This is an optimization exercise on Yosys and OpenROAD, whose aim is small area, a short achievable clock period and few clock cycles, not a production implementation. Function was checked by simulation only, so behaviour that the tests miss may differ from the original. Power is estimated from default activity; no workload was simulated.

## flow/design.v (module list and top-level ports; edited modules follow where they fit)
// module FA: 10 lines
// module csa: 21 lines
// module counter: 22 lines
// module booth_encoder: 44 lines
// module multiplicand_reg: 18 lines
// module multiplier_shift_reg: 27 lines
// module pp_carry_shift_reg: 28 lines
// module pp_gen: 48 lines
// module mul_datapath: 4162 lines
// module HA: 9 lines
module mul_datapath (
    input  logic clk,
    input  logic rst_n,
    input  logic start,
    input  logic signed [51:0] multiplicand_i,
    input  logic signed [51:0] multiplier_i,
    output logic signed [103:0] product_o,
    output logic signed [51:0] product_rounded_o,
    output logic done
);
  // ...
==> flow/flow/run.sh <==
#!/bin/bash
# The standard layout, with plain buffers (buf_4) on the ports instead of the
# delay cells buffer_ports picks by default.
set -euo pipefail
export BUFFER_PORTS_ARGS="-buffer_cell sky130_fd_sc_hd__buf_4"
bash standard.sh finish > standard_flow.log 2>&1
==> flow/standard.sh <==
#!/bin/bash
# synth_recipe.tcl (not shown) runs the flow's synth.tcl, then flattens the netlist and writes it again
# the make line also repeats each setting of config.mk as NAME=value (left out here)
make -C /OpenROAD-flow-scripts/flow DESIGN_CONFIG=/design/flow/config.mk WORK_HOME=/design/flow/orfs CLKGATE_MAP_FILE= SYNTH_SCRIPT=/design/flow/synth_recipe.tcl "${@:-finish}"
==> flow/config.mk <==
export PLATFORM = sky130hd
export DESIGN_NAME = mul_datapath
export DESIGN_NICKNAME = mul_datapath
export VERILOG_FILES = /design/flow/design.v
export SDC_FILE = /design/flow/constraint.sdc
export NUM_CORES = 4
export LEC_CHECK = 0
export ABC_AREA = 1
export CAP_MARGIN = 20
export CORE_MARGIN = 2
export CORE_UTILIZATION = 40
export SETUP_SLACK_MARGIN = 3
export SLEW_MARGIN = 20
export SYNTH_HIERARCHICAL = 1
export SYNTH_MINIMUM_KEEP_SIZE = 0
==> flow/constraint.sdc <==
create_clock -name core_clock -period 8.0 [get_ports {clk}]
set_input_delay 1.6000 -clock core_clock [delete_from_list [all_inputs] [get_ports {clk}]]
set_output_delay 1.6000 -clock core_clock [all_outputs]
set_load 0.01 [all_outputs]
==> reports/results.ini, run 1 <==
[status]
status = timing/DRC/antenna clean

[final_layout]
reg.largest.list = cut_q (238), done_q (1)
final-nonclk-buf-share_pct = 12.7
fillers = 12943
area_growth_pct = 30.0

[yosys]
synth_most_common_cell = xor2_1
synth_area_leaders = fa_1, xor2_1, o22ai_1
syn_inst = 6510

[clock_tree]
cts_sinks = 239
h-tree-depth = 2
cts-resized-gates = 771
clkTransAtPathRegs_ns = 0.07

[placed_design]
globalplace.congestion = 0.982

[critical_path]
worst_ep_required_time_ns = 8.48
cp-start-kind = input port
end_kind = flip-flop
worst-path-buf-inv = 2
path_depth = 9

[routing]
drt_pass1_iterations = 16

[power]
power.switching_w = 0.0219
switching_share_pct = 50.8

[global_routing]
grt_pass1_vias = 59520
globalRouteTotalUtil_pct = 37.1
met3_usage_pct = 18.0
top_usage_layer = met2

[timing]
setup_ws_ns = 2.62
fmax_mhz = 186
period_needed_ns = 5.38
setup_viol = 0

[floorplanning]
die_w_um = 394
fp.dieH_um = 394
initial_core_util_pct = 40.1

Testbench counts, summed over its fixed seeds: cycles 1,608.
==> run 2, diff against run 1 <==
--- a/flow/config.mk
+++ b/flow/config.mk
@@ -13,3 +13,4 @@
 export SLEW_MARGIN = 20
 export SYNTH_HIERARCHICAL = 1
 export SYNTH_MINIMUM_KEEP_SIZE = 0
+export TNS_END_PERCENT = 10
==> run 2 against run 1 <==
Against the previous run:
- sequential power about the same
- die area unchanged
- via count decreased by 0.79%
- critical path type unchanged
- critical endpoint is now cut_q[47]
- largest power group unchanged
- still clean on timing, DRC and antenna
==> reports/results.ini, run 2 <==
[status]
status = timing/DRC/antenna clean

[critical_path]
cp.arrival_ns = 5.78
crit_type = input port to flip-flop
worst_ep_required_time_ns = 8.52  ; +0.04 ns
end_kind = flip-flop
cp-start-kind = input port
path_max_fanout = 34

[yosys]
synth_top_area_share_pct = 39.9
synth.distinct_cells = 38
synthTopCellsByCount = xor2_1, o22ai_1, fa_1, clkbuf_1, nand2_1
syn_area_per_cell_um2 = 9.34
synth-xor-area-share_pct = 19.4
synth_area_leaders = fa_1, xor2_1, o22ai_1
ys_seq_elements = 239
syn_area_um2 = 60800
synth-async-reset-ratio_pct = 0.418
synth_most_common_cell = xor2_1
yosysWarnings = 7
ys.flop_type = dfxtp_1
muxShareOfSynthArea_pct = 0
synth_compound_area_share_pct = 16.0
synth_seq_area_share_pct = 7.88
synth_edf_count = 0
yosysTopAreaCell = fa_1
synth_top_family_by_area = adder cells
syn_inst = 6510  ; unchanged
synth-adder-area-share_pct = 43.8
synth-simple-area-share_pct = 5.46

[timing]
rsz0062_at_grt = true
finalCritPeriodShare_pct = 65.8
whs_ns = 0.714
fin_setup_tns_ns = 0
timing.final.max_slew_violations = 0
relSlewSlack_pct = 23.9
worst_pin_slew_ns = 1.14
period_needed_ns = 5.26  ; -0.118 ns
setup_viol = 0  ; unchanged
fmax_mhz = 190  ; +2.2%
finalHoldViolCount = 0

[floorplanning]
die_w_um = 394  ; unchanged
initial_core_util_pct = 40.1  ; unchanged
fp.dieH_um = 394  ; unchanged
die_area_um2 = 155000
row_count = 143
core_um2 = 151000
ios = 264

[routing]
totalWireLength_um = 302000
drc_errors = 0
vias = 59284
drt_pass1_iterations = 17  ; +1
drt-initial-drc-count = 9994
viasPerCell = 6.85
ant_nets = 0
wire_per_inst_um = 34.9

[power]
powerDensity_nw_per_um2 = 546
p_leak_nw = 30.5
ir_drop_mv = 0.561

[min_path]
hp-class = input port to async pin

[final_layout]
area_growth_pct = 23.0
drive_above_1_share_pct = 23.6
regMostFlops = cut_q
largest_register_ffs = 238
final_cell_mix = xor2_1, o22ai_1, fa_1
layout_commonest_cell = xor2_1
design_area_um2 = 74700
reg.largest.list = cut_q (238), done_q (1)
nets = 8100

[placed_design]
io_buffer_count = 211
placed_cell_area_um2 = 65000
globalplace.congestion = 0.986  ; +0.39%
place_hpwl_um = 180000

[global_routing]
grt_pass1_vias = 58874  ; -1.1%
grt_overflow = 0
globalRouteTotalUtil_pct = 37.2  ; +0.14 points
grt_first_pass_wirelength_um = 420000
grt_max_degree = 70
antenna_found_initial = 17

[clock_tree]
clkTransAtPathRegs_ns = 0.07  ; about the same
cts-root-buf = clkbuf_16
h-tree-depth = 2  ; unchanged
cts_max_path_buffers = 3
cts_tree = built
cts_hold_buffers = 0
cts_buffers = 34
cts_sinks = 239  ; unchanged

[run]
maxCapViolations = 0

==> run 2: cell counts after synthesis <==
No cell type changed its count.
==> run 2: cell families (layout without fill, tap and decap cells) <==
logic type,after synthesis,in the layout
xor gates and xnor gates,1347,1347
buffers and inverters,1110,1153
other,1,64
adders and majority gates,1402,1402
DFF,239,239
and+or+nand+nor,824,827
AOI/OAI and AO/OA,1587,1592
==> run 2: cell type report <==
class	count	area (µm²)
Timing Repair inverter	14	206
Clock inverter	19	263
Tap cell	2030	2540
Timing Repair Buffer	717	8600
Inverter	365	1870
Fill cell	13445	76600
Antenna cell	12	30.0
Clock buffer	38	917
Sequential cell	239	4800
Multi-Input combinational cell	5220	55500
==> run 2: worst max-delay path by stage <==
stage,endpoint,start,cells after the start
after floorplan,cut_q[204],multiplier_i[5],14
after global placement,cut_q[20],multiplier_i[3],11
after detailed placement,cut_q[23],multiplier_i[3],11
after CTS,product_o[64],cut_q[2],13
after global routing,cut_q[47],multiplier_i[15],13
final,cut_q[47],multiplicand_i[47],10
==> run 2: where the power goes <==
| group | switching, W | internal [W] | leakage [nW] | total [W] |
|---|---|---|---|---|
| combinational | 0.0200 | 0.0163 | 27.9 | 0.0362 |
| clock | 0.000698 | 0.000994 | 0.583 | 0.00169 |
| sequential | 0.000308 | 0.00255 | 2.02 | 0.00286 |
| total | 0.0210 | 0.0198 | 30.5 | 0.0408 |
==> run 2: worst max-delay path, cell delays in order <==
cell	delay (ns)
buf_4	0.14
inv_4	0.47
o22ai_2	0.18
xor2_1	0.20
fa_1	0.68
fa_2	0.47
fa_1	0.57
fa_2	0.48
fa_2	0.42
fa_1	0.45
==> run 2: Yosys stat by module (local to each module, per instance) <==
module	cell area, µm²	cells	copies in the design	flops+latches
FA	20.0	1	1206	0
HA	12.5	1	68	0
mul_datapath	35800	5236	1	239
==> run 2: through the flow <==
step	utilization, %	cells	total power, W	worst slack, ns
floorplan	-	6561	0.0235	2.60
global placement	42.9	8269	0.0345	1.29
detailed placement	42.9	8269	0.0349	1.20
CTS	47.6	8560	0.0391	2.82
global route	49.4	8647	0.0444	2.74
finish	49.4	8654	0.0408	2.74
==> run 2: repair_timing <==
action / in CTS / in global routing
pin swaps: 155 / 164
gates resized for setup: 662 / 354
setup endpoints to repair: 265 / 216
setup buffers: 176 / 65
cloned: 58 / 16
==> run 2: routing by layer <==
layer  share of wire [%]  wire, µm  GRT usage (%)  up-vias
li1                    -         -              -    21965
met1                  33     98600           43.4    28986
met2                  40    119000           51.5     6204
met3                  17     50900           19.2     2093
met4                  11     31800           28.0       36
met5                0.35      1070          0.616        -
==> run 3, diff against run 2 <==
--- a/flow/config.mk
+++ b/flow/config.mk
@@ -9,7 +9,7 @@
 export CAP_MARGIN = 20
 export CORE_MARGIN = 2
 export CORE_UTILIZATION = 40
-export SETUP_SLACK_MARGIN = 3
+export SETUP_SLACK_MARGIN = 3.5
 export SLEW_MARGIN = 20
 export SYNTH_HIERARCHICAL = 1
 export SYNTH_MINIMUM_KEEP_SIZE = 0
==> run 3 against run 2 <==
Against the previous run:
- synthesized area unchanged
- routed wire length increased by 2.3%
- sequential power up 1%
- total power is 2.6% higher
- global-route usage is 0.66 points higher
- utilization rose by 0.53 points
- via count increased by 0.51%
- flip-flop and latch count unchanged
- largest power group unchanged
==> reports/results.ini, run 3 <==
[final_layout]
drive_above_1_share_pct = 24.1  ; +0.47 points
layout_commonest_cell = xor2_1
largest_register_ffs = 238  ; unchanged
final_cell_mix = xor2_1, o22ai_1, fa_1
fin_cells = 8695  ; +0.47%
area_growth_pct = 24.3
regMostFlops = cut_q
nets = 8129  ; +0.36%
fillers = 13374  ; -0.53%
reg.largest.list = cut_q (238), done_q (1)

[critical_path]
startpoint = multiplicand_i[51]
path_max_fanout = 33  ; -2.9%
crit_type = input port to flip-flop
cp-start-kind = input port
end_kind = flip-flop
cp.arrival_ns = 5.81  ; +0.03 ns
cp-endpoint = cut_q[56]
worst_ep_required_time_ns = 8.52  ; about the same

[floorplanning]
die_area_um2 = 155000  ; unchanged
ios = 264  ; unchanged
initial_core_util_pct = 40.1  ; unchanged
die_w_um = 394  ; unchanged
fp.dieH_um = 394  ; unchanged
row_count = 143  ; unchanged
core_um2 = 151000  ; unchanged

[yosys]
syn_inst = 6510  ; unchanged
synth_top_area_share_pct = 39.9  ; unchanged
yosysWarnings = 7  ; unchanged
synth-simple-area-share_pct = 5.46  ; unchanged
synth_most_common_cell = xor2_1
ys.flop_type = dfxtp_1
muxShareOfSynthArea_pct = 0  ; unchanged
synth.distinct_cells = 38  ; unchanged
synth_compound_area_share_pct = 16.0  ; unchanged
synth-xor-area-share_pct = 19.4  ; unchanged
synth_area_leaders = fa_1, xor2_1, o22ai_1
ys_seq_elements = 239  ; unchanged
synth-adder-area-share_pct = 43.8  ; unchanged
syn_area_per_cell_um2 = 9.34  ; unchanged
synth-async-reset-ratio_pct = 0.418  ; unchanged
synth_seq_area_share_pct = 7.88  ; unchanged
synth_top_family_by_area = adder cells
yosysTopAreaCell = fa_1
syn_area_um2 = 60800  ; unchanged
synthTopCellsByCount = xor2_1, o22ai_1, fa_1, clkbuf_1, nand2_1
synth_edf_count = 0  ; unchanged

[min_path]
hp-class = input port to async pin

[timing]
period_needed_ns = 5.29  ; +0.0272 ns
fmax_mhz = 189  ; -0.51%
worst_pin_slew_ns = 1.27  ; +0.134 ns
rsz0062_at_grt = true
timing.final.max_slew_violations = 0  ; unchanged
relSlewSlack_pct = 14.9  ; -9.0 points
finalHoldViolCount = 0  ; unchanged
setup_viol = 0  ; unchanged
finalCritPeriodShare_pct = 66.1  ; +0.34 points
fin_setup_tns_ns = 0  ; unchanged

[routing]
ant_nets = 0  ; unchanged
drt-initial-drc-count = 10707  ; +7.1%
vias = 59585  ; +0.51%
drt_pass1_iterations = 22  ; +5
viasPerCell = 6.85  ; about the same
drc_errors = 0  ; unchanged
wire_per_inst_um = 35.5  ; +1.9%
totalWireLength_um = 309000  ; +2.3%

[global_routing]
grt_overflow = 0  ; unchanged
grt_first_pass_wirelength_um = 425000  ; +1.3%
grt_pass1_vias = 58844  ; -0.051%
antenna_found_initial = 21  ; +4
globalRouteTotalUtil_pct = 37.9  ; +0.66 points
grt_max_degree = 78  ; +11%

[power]
p_leak_nw = 30.9  ; +1.2%
ir_drop_mv = 0.757  ; +35%
powerDensity_nw_per_um2 = 554  ; +1.5%

[status]
status = timing/DRC/antenna clean

[clock_tree]
h-tree-depth = 2  ; unchanged
cts_sinks = 239  ; unchanged
clkTransAtPathRegs_ns = 0.06  ; about the same
cts-root-buf = clkbuf_16
cts_buffers = 36  ; +5.9%
cts_max_path_buffers = 3  ; unchanged
cts_tree = built

[placed_design]
place_hpwl_um = 179000  ; -0.49%
place_inst = 8268  ; -0.012%
io_buffer_count = 211  ; unchanged
globalplace.congestion = 0.978  ; -0.80%

[run]
maxCapViolations = 0  ; unchanged

[run 3: worst min-delay path by stage]
| stage | startpoint | to | slack (ns) | cells past startpoint |
|---|---|---|---|---|
| 2_1_floorplan | rst_n | done_q | 1.30 | 0 |
| 3_3_place_gp | rst_n | done_q | 1.38 | 1 |
| 3_5_place_dp | rst_n | done_q | 1.38 | 1 |
| 4_1_cts | rst_n | done_q | 0.71 | 1 |
| 5_1_grt | rst_n | done_q | 0.71 | 1 |
| 6_report | rst_n | done_q | 0.72 | 1 |
[run 3: layer usage]
| layer | up-vias | GRT usage (%) | wire length, µm |
|---|---|---|---|
| li1 | 22012 | - | - |
| met3 | 2191 | 21.1 | 53000 |
| met2 | 6208 | 52.0 | 121000 |
| met4 | 46 | 27.3 | 31600 |
| met1 | 29128 | 43.8 | 102000 |
| met5 | - | 4.03 | 1350 |
[run 3: through the flow]
stage          cell area (µm²)  total power (W)  worst slack [ns]  util (%)  hold WS [ns]
2_1_floorplan            63000           0.0236              2.61         -          1.30
3_3_place_gp             65100           0.0347              1.39      43.0          1.38
3_5_place_dp             65100           0.0351              1.35      43.0          1.38
4_1_cts                  72600           0.0394              2.82      47.9         0.709
5_1_grt                  75500           0.0455              2.70      49.9         0.709
6_report                 75600           0.0419              2.71      49.9         0.717
[run 3: Yosys stat by module (local to each module, per instance)]
module | copies in the design | cell area (µm²) | flip-flops and latches | cells
FA | 1206 | 20.0 | 0 | 1
HA | 68 | 12.5 | 0 | 1
mul_datapath | 1 | 35800 | 239 | 5236
[run 3: final cells by class]
cell class	count	area, µm²	share of cell area (%)
diodes	17	42.5	0.0563
clock buffers	45	1030	1.36
clock inverters	21	274	0.363
inverters	365	1830	2.43
multi-input cells	5223	55700	73.7
flip-flops and latches	239	4800	6.35
well taps	2030	2540	3.36
repair buffers	746	9180	12.1
repair inverters	9	145	0.192
[run 3: critical path, stage by stage]
cell and delay (ns):
buf_4 0.16, inv_6 0.32, buf_6 0.34, a211oi_1 0.10, a21oi_1 0.47, fa_1 0.53, fa_1 0.41, fa_1 0.49
fa_1 0.51, fa_1 0.40, fa_1 0.43
[run 3: cell families (layout without fill, tap and decap cells)]
| family | after synthesis | after routing |
|---|---|---|
| other | 1 | 69 |
| adder cells (fa/ha/maj) | 1402 | 1402 |
| XOR/XNOR | 1347 | 1347 |
| AND/OR/NAND/NOR | 824 | 831 |
| AO/OA/AOI/OAI | 1587 | 1591 |
| flip-flops | 239 | 239 |
| buffers and inverters | 1110 | 1186 |
[run 3: where the power goes]
part	internal [W]	switching, W
combinational	0.0166	0.0206
sequential	0.00256	0.000341
clock	0.00108	0.000757
total	0.0202	0.0217
[run 3: timing repair]
action	CTS	global route
setup buffers	180	83
gates cloned	65	15
pin swaps	133	136
resized for setup	580	412
endpoints found under the setup margin	286	276
hold buffers	0	0

[separate check: timing with driven ports]
No port has a modelled driver above. Below, the same layouts with a new extraction and two added sets of constraints. Step 1 sets driving cells, clkbuf_16 on the clock port and buf_2 on the other inputs (assumed; they add their load-dependent delay and slew). Step 2, shift: input delay + t, output delay - t, t = (earliest + latest rising clock arrival at the registers) / 2. This alone moves slack from input paths to output paths. a / b / c = ideal ports / drivers / drivers and shift; a / b = the first two.
run	shift t [ns]	setup WS [ns]	clock arrival spread, ns
run 1	0.718	2.620 / 2.616 / 1.898	0.058 / 0.057
run 2	0.714	2.738 / 2.607 / 1.893	0.045 / 0.045
run 3	0.744	2.711 / 2.583 / 1.838	0.091 / 0.091
After both steps setup and hold are still met in every run listed. The setup slack of run 3, which loses most, moves by -0.128 ns with the drivers and by -0.873 ns with both steps.
